Source: an optimization exercise on an open RTL-to-GDS flow (aim: small area, a short achievable clock period and few clock cycles per item). Production flows keep margins and buffers that such runs may drop. In this exercise RTL edits were held to simulation tests only and were not proved equivalent to the original. Power figures rest on the tool's default switching activity, not on a simulated workload.

Setup of sierra:
==> flow/design.v <==
module divmod
#(parameter W = 32)
(
    input  wire [W-1:0] n,    
    input  wire [31:0]  b,    
    output wire [W-1:0] ro,   
    output wire         qo    
);
wire [W:0]   c;
wire [W-1:0] x = c[W-1:0] ^ ~b[W-1:0];
assign c[0] = 1'b1;
genvar k;
generate for (k = 0; k < W; k = k + 1) begin : chain
    assign c[k+1] = x[k] ? n[k] : c[k];
end endgenerate
generate if (W < 32) begin : narrow
    assign qo = c[W] & ~|b[31:W];
end else begin : full
    assign qo = c[W];
end endgenerate
assign ro = n ^ ({W{qo}} & x);
endmodule
module div32
(
    input  wire        clk,
    input  wire        rst,
    input  wire        in_valid,
    output wire        in_ready,
    input  wire [31:0] in_q,
    input  wire [31:0] in_b,
    output reg         out_valid,
    output reg  [31:0] out_q,
    output reg  [31:0] out_r
);
assign in_ready = 1'b1;
reg        v0;
reg [31:0] d0;
reg [31:0] b0;
always @(posedge clk) begin
    v0 <= in_valid & ~rst;
    d0 <= in_q;
    b0 <= in_b;
end
wire [0:0] r0;
wire        q0;
divmod #(.W(1)) Stage0 (.n(d0[31]), .b(b0), .ro(r0), .qo(q0));
wire [31:0] e0 = {d0[30:0], q0};
wire [1:0] r1;
wire        q1;
divmod #(.W(2)) Stage1 (.n({r0, e0[31]}), .b(b0), .ro(r1), .qo(q1));
wire [31:0] e1 = {e0[30:0], q1};
wire [2:0] r2;
wire        q2;
divmod #(.W(3)) Stage2 (.n({r1, e1[31]}), .b(b0), .ro(r2), .qo(q2));
wire [31:0] e2 = {e1[30:0], q2};
wire [3:0] r3;
wire        q3;
divmod #(.W(4)) Stage3 (.n({r2, e2[31]}), .b(b0), .ro(r3), .qo(q3));
wire [31:0] e3 = {e2[30:0], q3};
wire [4:0] r4;
wire        q4;
divmod #(.W(5)) Stage4 (.n({r3, e3[31]}), .b(b0), .ro(r4), .qo(q4));
wire [31:0] e4 = {e3[30:0], q4};
wire [5:0] r5;
wire        q5;
divmod #(.W(6)) Stage5 (.n({r4, e4[31]}), .b(b0), .ro(r5), .qo(q5));
wire [31:0] e5 = {e4[30:0], q5};
wire [6:0] r6;
wire        q6;
divmod #(.W(7)) Stage6 (.n({r5, e5[31]}), .b(b0), .ro(r6), .qo(q6));
wire [31:0] e6 = {e5[30:0], q6};
wire [7:0] r7;
wire        q7;
divmod #(.W(8)) Stage7 (.n({r6, e6[31]}), .b(b0), .ro(r7), .qo(q7));
wire [31:0] e7 = {e6[30:0], q7};
wire [8:0] r8;
wire        q8;
divmod #(.W(9)) Stage8 (.n({r7, e7[31]}), .b(b0), .ro(r8), .qo(q8));
wire [31:0] e8 = {e7[30:0], q8};
wire [9:0] r9;
wire        q9;
divmod #(.W(10)) Stage9 (.n({r8, e8[31]}), .b(b0), .ro(r9), .qo(q9));
wire [31:0] e9 = {e8[30:0], q9};
wire [10:0] r10;
wire        q10;
divmod #(.W(11)) Stage10 (.n({r9, e9[31]}), .b(b0), .ro(r10), .qo(q10));
wire [31:0] e10 = {e9[30:0], q10};
wire [11:0] r11;
wire        q11;
divmod #(.W(12)) Stage11 (.n({r10, e10[31]}), .b(b0), .ro(r11), .qo(q11));
wire [31:0] e11 = {e10[30:0], q11};
reg        v1;
reg [31:0] d1;
reg [31:0] b1;
reg [11:0] r1_q;
always @(posedge clk) begin
    v1 <= v0 & ~rst;
    d1 <= e11;
    b1 <= b0;
    r1_q <= r11;
end
wire [12:0] r12;
wire        q12;
divmod #(.W(13)) Stage12 (.n({r1_q, d1[31]}), .b(b1), .ro(r12), .qo(q12));
wire [31:0] e12 = {d1[30:0], q12};
wire [13:0] r13;
wire        q13;
divmod #(.W(14)) Stage13 (.n({r12, e12[31]}), .b(b1), .ro(r13), .qo(q13));
wire [31:0] e13 = {e12[30:0], q13};
wire [14:0] r14;
wire        q14;
divmod #(.W(15)) Stage14 (.n({r13, e13[31]}), .b(b1), .ro(r14), .qo(q14));
wire [31:0] e14 = {e13[30:0], q14};
wire [15:0] r15;
wire        q15;
divmod #(.W(16)) Stage15 (.n({r14, e14[31]}), .b(b1), .ro(r15), .qo(q15));
wire [31:0] e15 = {e14[30:0], q15};
wire [16:0] r16;
wire        q16;
divmod #(.W(17)) Stage16 (.n({r15, e15[31]}), .b(b1), .ro(r16), .qo(q16));
wire [31:0] e16 = {e15[30:0], q16};
wire [17:0] r17;
wire        q17;
divmod #(.W(18)) Stage17 (.n({r16, e16[31]}), .b(b1), .ro(r17), .qo(q17));
wire [31:0] e17 = {e16[30:0], q17};
wire [18:0] r18;
wire        q18;
divmod #(.W(19)) Stage18 (.n({r17, e17[31]}), .b(b1), .ro(r18), .qo(q18));
wire [31:0] e18 = {e17[30:0], q18};
reg        v2;
reg [31:0] d2;
reg [31:0] b2;
reg [18:0] r2_q;
always @(posedge clk) begin
    v2 <= v1 & ~rst;
    d2 <= e18;
    b2 <= b1;
    r2_q <= r18;
end
wire [19:0] r19;
wire        q19;
divmod #(.W(20)) Stage19 (.n({r2_q, d2[31]}), .b(b2), .ro(r19), .qo(q19));
wire [31:0] e19 = {d2[30:0], q19};
wire [20:0] r20;
wire        q20;
divmod #(.W(21)) Stage20 (.n({r19, e19[31]}), .b(b2), .ro(r20), .qo(q20));
wire [31:0] e20 = {e19[30:0], q20};
wire [21:0] r21;
wire        q21;
divmod #(.W(22)) Stage21 (.n({r20, e20[31]}), .b(b2), .ro(r21), .qo(q21));
wire [31:0] e21 = {e20[30:0], q21};
wire [22:0] r22;
wire        q22;
divmod #(.W(23)) Stage22 (.n({r21, e21[31]}), .b(b2), .ro(r22), .qo(q22));
wire [31:0] e22 = {e21[30:0], q22};
wire [23:0] r23;
wire        q23;
divmod #(.W(24)) Stage23 (.n({r22, e22[31]}), .b(b2), .ro(r23), .qo(q23));
wire [31:0] e23 = {e22[30:0], q23};
reg        v3;
reg [31:0] d3;
reg [31:0] b3;
reg [23:0] r3_q;
always @(posedge clk) begin
    v3 <= v2 & ~rst;
    d3 <= e23;
    b3 <= b2;
    r3_q <= r23;
end
wire [24:0] r24;
wire        q24;
divmod #(.W(25)) Stage24 (.n({r3_q, d3[31]}), .b(b3), .ro(r24), .qo(q24));
wire [31:0] e24 = {d3[30:0], q24};
wire [25:0] r25;
wire        q25;
divmod #(.W(26)) Stage25 (.n({r24, e24[31]}), .b(b3), .ro(r25), .qo(q25));
wire [31:0] e25 = {e24[30:0], q25};
wire [26:0] r26;
wire        q26;
divmod #(.W(27)) Stage26 (.n({r25, e25[31]}), .b(b3), .ro(r26), .qo(q26));
wire [31:0] e26 = {e25[30:0], q26};
wire [27:0] r27;
wire        q27;
divmod #(.W(28)) Stage27 (.n({r26, e26[31]}), .b(b3), .ro(r27), .qo(q27));
wire [31:0] e27 = {e26[30:0], q27};
reg        v4;
reg [31:0] d4;
reg [31:0] b4;
reg [27:0] r4_q;
always @(posedge clk) begin
    v4 <= v3 & ~rst;
    d4 <= e27;
    b4 <= b3;
    r4_q <= r27;
end
wire [28:0] r28;
wire        q28;
divmod #(.W(29)) Stage28 (.n({r4_q, d4[31]}), .b(b4), .ro(r28), .qo(q28));
wire [31:0] e28 = {d4[30:0], q28};
wire [29:0] r29;
wire        q29;
divmod #(.W(30)) Stage29 (.n({r28, e28[31]}), .b(b4), .ro(r29), .qo(q29));
wire [31:0] e29 = {e28[30:0], q29};
wire [30:0] r30;
wire        q30;
divmod #(.W(31)) Stage30 (.n({r29, e29[31]}), .b(b4), .ro(r30), .qo(q30));
wire [31:0] e30 = {e29[30:0], q30};
wire [31:0] r31;
wire        q31;
divmod #(.W(32)) Stage31 (.n({r30, e30[31]}), .b(b4), .ro(r31), .qo(q31));
wire [31:0] e31 = {e30[30:0], q31};
always @(posedge clk) begin
    out_valid <= v4 & ~rst;
    out_q     <= e31;
    out_r     <= r31;
end
endmodule
==> flow/config.mk <==
export PLATFORM = sky130hd
export DESIGN_NAME = div32
export DESIGN_NICKNAME = div32
export VERILOG_FILES = /design/flow/design.v
export SDC_FILE = /design/flow/constraint.sdc
export NUM_CORES = 4
export LEC_CHECK = 0
export ABC_AREA = 1
export CAP_MARGIN = 20
export CORE_MARGIN = 2
export CORE_UTILIZATION = 60
export CTS_BUF_LIST = sky130_fd_sc_hd__clkbuf_8
export CTS_CLUSTER_DIAMETER = 50
export CTS_CLUSTER_SIZE = 20
export SLEW_MARGIN = 20
==> flow/constraint.sdc <==
create_clock -name core_clock -period 140.0 [get_ports {clk}]
set_input_delay 28.0000 -clock core_clock [delete_from_list [all_inputs] [get_ports {clk}]]
set_output_delay 28.0000 -clock core_clock [all_outputs]
set_load 0.01 [all_outputs]
standard.sh (not shown) runs the stock make flow with config.mk's settings and CLKGATE_MAP_FILE= SYNTH_SCRIPT=/design/flow/synth_recipe.tcl, a recipe that flattens the netlist after the stock synthesis.
==> flow/flow/run.sh <==
#!/bin/bash
# Own layout flow: the standard layout (standard.sh) with two changes.
#  1. Synthesis is the standard synthesis script (synth_recipe.tcl) except
#     that ABC maps with flow/abc.script (area-oriented mapping without
#     ABC's own buffering and sizing; the placer's repair fixes fanout).
#     Everything else, registers and their names included, is as standard.
#  2. The port buffers are plain sky130_fd_sc_hd__buf_1 cells.
# Each tool's output goes to its own log in this folder (and ORFS's logs).
set -euo pipefail
here=$(pwd)
abc_script=$here/flow/abc.script
# synthesis script: synth_recipe.tcl with the ABC script swapped
{
  head -n 1 synth_recipe.tcl
  cat <<TCL
proc abc {args} {
  set i [lsearch -exact \$args -script]
  if {\$i >= 0} { lset args [expr {\$i + 1}] $abc_script }
  yosys abc {*}\$args
}
TCL
  tail -n +2 synth_recipe.tcl
} > own_synth.tcl
sed "s#SYNTH_SCRIPT=[^ ]*synth_recipe.tcl#SYNTH_SCRIPT=$here/own_synth.tcl#" standard.sh > own_standard.sh
grep -q "own_synth.tcl" own_standard.sh
export BUFFER_PORTS_ARGS="-buffer_cell sky130_fd_sc_hd__buf_1"
export CTS_ARGS="-sink_clustering_enable -repair_clock_nets -sink_clustering_size 20 -sink_clustering_max_diameter 50 -buf_list sky130_fd_sc_hd__clkbuf_8 -dont_use_dummy_load"
bash own_standard.sh synth > synth.log 2>&1
bash own_standard.sh finish > layout.log 2>&1
==> flow/flow/abc.script <==
strash
dch
map -B 0.9
Testbench counts of sierra, summed over its fixed seeds: cycles 16,048, items 16,000.
#### Input delta (onyx over sierra)
- a change of CTS_CLUSTER_SIZE from 20 to 10
- a change of CORE_UTILIZATION from 60 to 50
- a deleted CTS_CLUSTER_DIAMETER that had been 50
- a change of CTS_BUF_LIST from sky130_fd_sc_hd__clkbuf_8 to sky130_fd_sc_hd__clkbuf_8 sky130_fd_sc_hd__clkbuf_16
-- flow/flow/run.sh --
<<< sierra, line 26
export BUFFER_PORTS_ARGS="-buffer_cell sky130_fd_sc_hd__buf_1"
export CTS_ARGS="-sink_clustering_enable -repair_clock_nets -sink_clustering_size 20 -sink_clustering_max_diameter 50 -buf_list sky130_fd_sc_hd__clkbuf_8 -dont_use_dummy_load"
bash own_standard.sh synth > synth.log 2>&1
>>> onyx, line 26
export BUFFER_PORTS_ARGS="-buffer_cell sky130_fd_sc_hd__buf_1"
bash own_standard.sh synth > synth.log 2>&1
Results
Across onyx and sierra, none had a timing, DRC or antenna violation.
The aggregate global-route resource usage reported for onyx is smaller than that of sierra by 2.7 points.
Looking at core utilization across onyx and sierra, the one that comes out lower is onyx.
Summary of onyx over sierra: initial antenna violation count -2; overall die area +20%; total power +21%; timing-limited maximum frequency ~0 delta; worst clock skew -56 ps.
Diff sierra -> onyx: count of clock-buffer cells in the layout went up 48%; row count went up 8; critical path arrival fell 70 ps.
Inputs modified between onyx and delta:
- CTS_BUF_LIST changed from sky130_fd_sc_hd__clkbuf_8 sky130_fd_sc_hd__clkbuf_16 to sky130_fd_sc_hd__clkbuf_8
- CTS_CLUSTER_DIAMETER newly set to 50
- CORE_UTILIZATION changed from 50 to 60
- CTS_CLUSTER_SIZE changed from 10 to 20
==> flow/flow/run.sh <==
#!/bin/bash
# Own layout flow: the standard layout (standard.sh) with three changes.
#  1. Synthesis is the standard synthesis script (synth_recipe.tcl) except
#     that ABC maps with flow/abc.script (area-oriented mapping without
#     ABC's own buffering and sizing; the placer's repair fixes fanout).
#     Everything else, registers and their names included, is as standard.
#  2. The port buffers are plain sky130_fd_sc_hd__buf_1 cells.
#  3. Clock tree synthesis gets explicit arguments (flow/cts_args.txt):
#     clkbuf_8 cells in sink clusters, without dummy loads.
# Each tool's output goes to its own log in this folder (synth.log,
# layout.log) besides ORFS's own logs under orfs/logs.
set -euo pipefail
here=$(pwd)
abc_script=$here/flow/abc.script
# synthesis script: synth_recipe.tcl with the ABC script swapped
{
  head -n 1 synth_recipe.tcl
  cat <<TCL
proc abc {args} {
  set i [lsearch -exact \$args -script]
  if {\$i >= 0} { lset args [expr {\$i + 1}] $abc_script }
  yosys abc {*}\$args
}
TCL
  tail -n +2 synth_recipe.tcl
} > own_synth.tcl
sed "s#SYNTH_SCRIPT=[^ ]*\.tcl#SYNTH_SCRIPT=$here/own_synth.tcl#" standard.sh > own_standard.sh
if ! grep -q "own_synth.tcl" own_standard.sh; then
  cp standard.sh own_standard.sh   # fall back to the standard synthesis
fi
export BUFFER_PORTS_ARGS="-buffer_cell sky130_fd_sc_hd__buf_1"
export CTS_ARGS="$(cat flow/cts_args.txt)"
bash own_standard.sh synth > synth.log 2>&1
bash own_standard.sh finish > layout.log 2>&1
==> flow/flow/cts_args.txt (new file) <==
-sink_clustering_enable -repair_clock_nets -sink_clustering_size 24 -sink_clustering_max_diameter 60 -buf_list sky130_fd_sc_hd__clkbuf_8 -dont_use_dummy_load
--- outcome ---
- Both conditions hold for delta: the flow ran to the end and the final layout passed the timing, design-rule and antenna checks.
- onyx vs delta, timing endpoint of the critical path: out_q[15] vs out_q[31]
- Relative to onyx, worst stage delay on the critical path increased by 20 ps in delta.
- On relative slew slack, onyx loses to delta.
- Cmp delta vs onyx: part of the total power dissipated in combinational logic higher in delta
What maple does differently from delta at the input level:
==> flow/flow/cts_args.txt <==
-sink_clustering_enable -repair_clock_nets -sink_clustering_size 20 -sink_clustering_max_diameter 50 -buf_list sky130_fd_sc_hd__clkbuf_8 -root_buf sky130_fd_sc_hd__clkbuf_16 -dont_use_dummy_load
==> comparison <==
On fraction of area in registers, maple and delta are basically level.
Compared with delta, maple is the more power-hungry design.
Worst setup slack: maple higher than delta
From maple to delta, die area did not move at all.
Count of multi-input combinational gates delta (delta -> maple): insignificant
Any difference in maximum single-stage delay on the critical path between delta and maple is small enough to ignore.
Die boundary width came out exactly the same in maple and delta.
Comparing transition time of the tightest slew-check pin for maple and delta, the smaller number came from delta.
From delta to maple the numbers moved as follows: design area saw an increase, wire length saw little to no change, setup clock skew after layout saw a decrease.

==> port drivers added, routing unchanged <==
No port has a modelled driver above. Below, the same layouts with a new extraction and two added sets of constraints.
Step 1 (the two cells are an assumption about what drives the block):
set clk [get_ports {clk}]
set_driving_cell -lib_cell sky130_fd_sc_hd__clkbuf_16 $clk
set_driving_cell -lib_cell sky130_fd_sc_hd__buf_2 [delete_from_list [all_inputs] $clk]
Step 2 also shifts input and output timing later by t, the mid clock arrival at the registers, as if the neighbouring blocks saw the same clock.
Three values: no drivers, after step 1, after step 2; two values: the first two.
| run | t (ns) | setup slack, ns | worst setup path at the end | worst slew at a driven data input, ns |
|---|---|---|---|---|
| sierra | 0.656 | 110.868 / 110.815 / 111.472 | register to output | 0.04 |
| onyx | 0.653 | 110.935 / 110.878 / 111.531 | register to output | 0.04 |
| delta | 0.661 | 110.846 / 110.793 / 111.455 | register to output | 0.04 |
| maple | 0.582 | 110.945 / 110.889 / 111.470 | register to output | 0.04 |
After both steps every run listed still meets setup and hold.
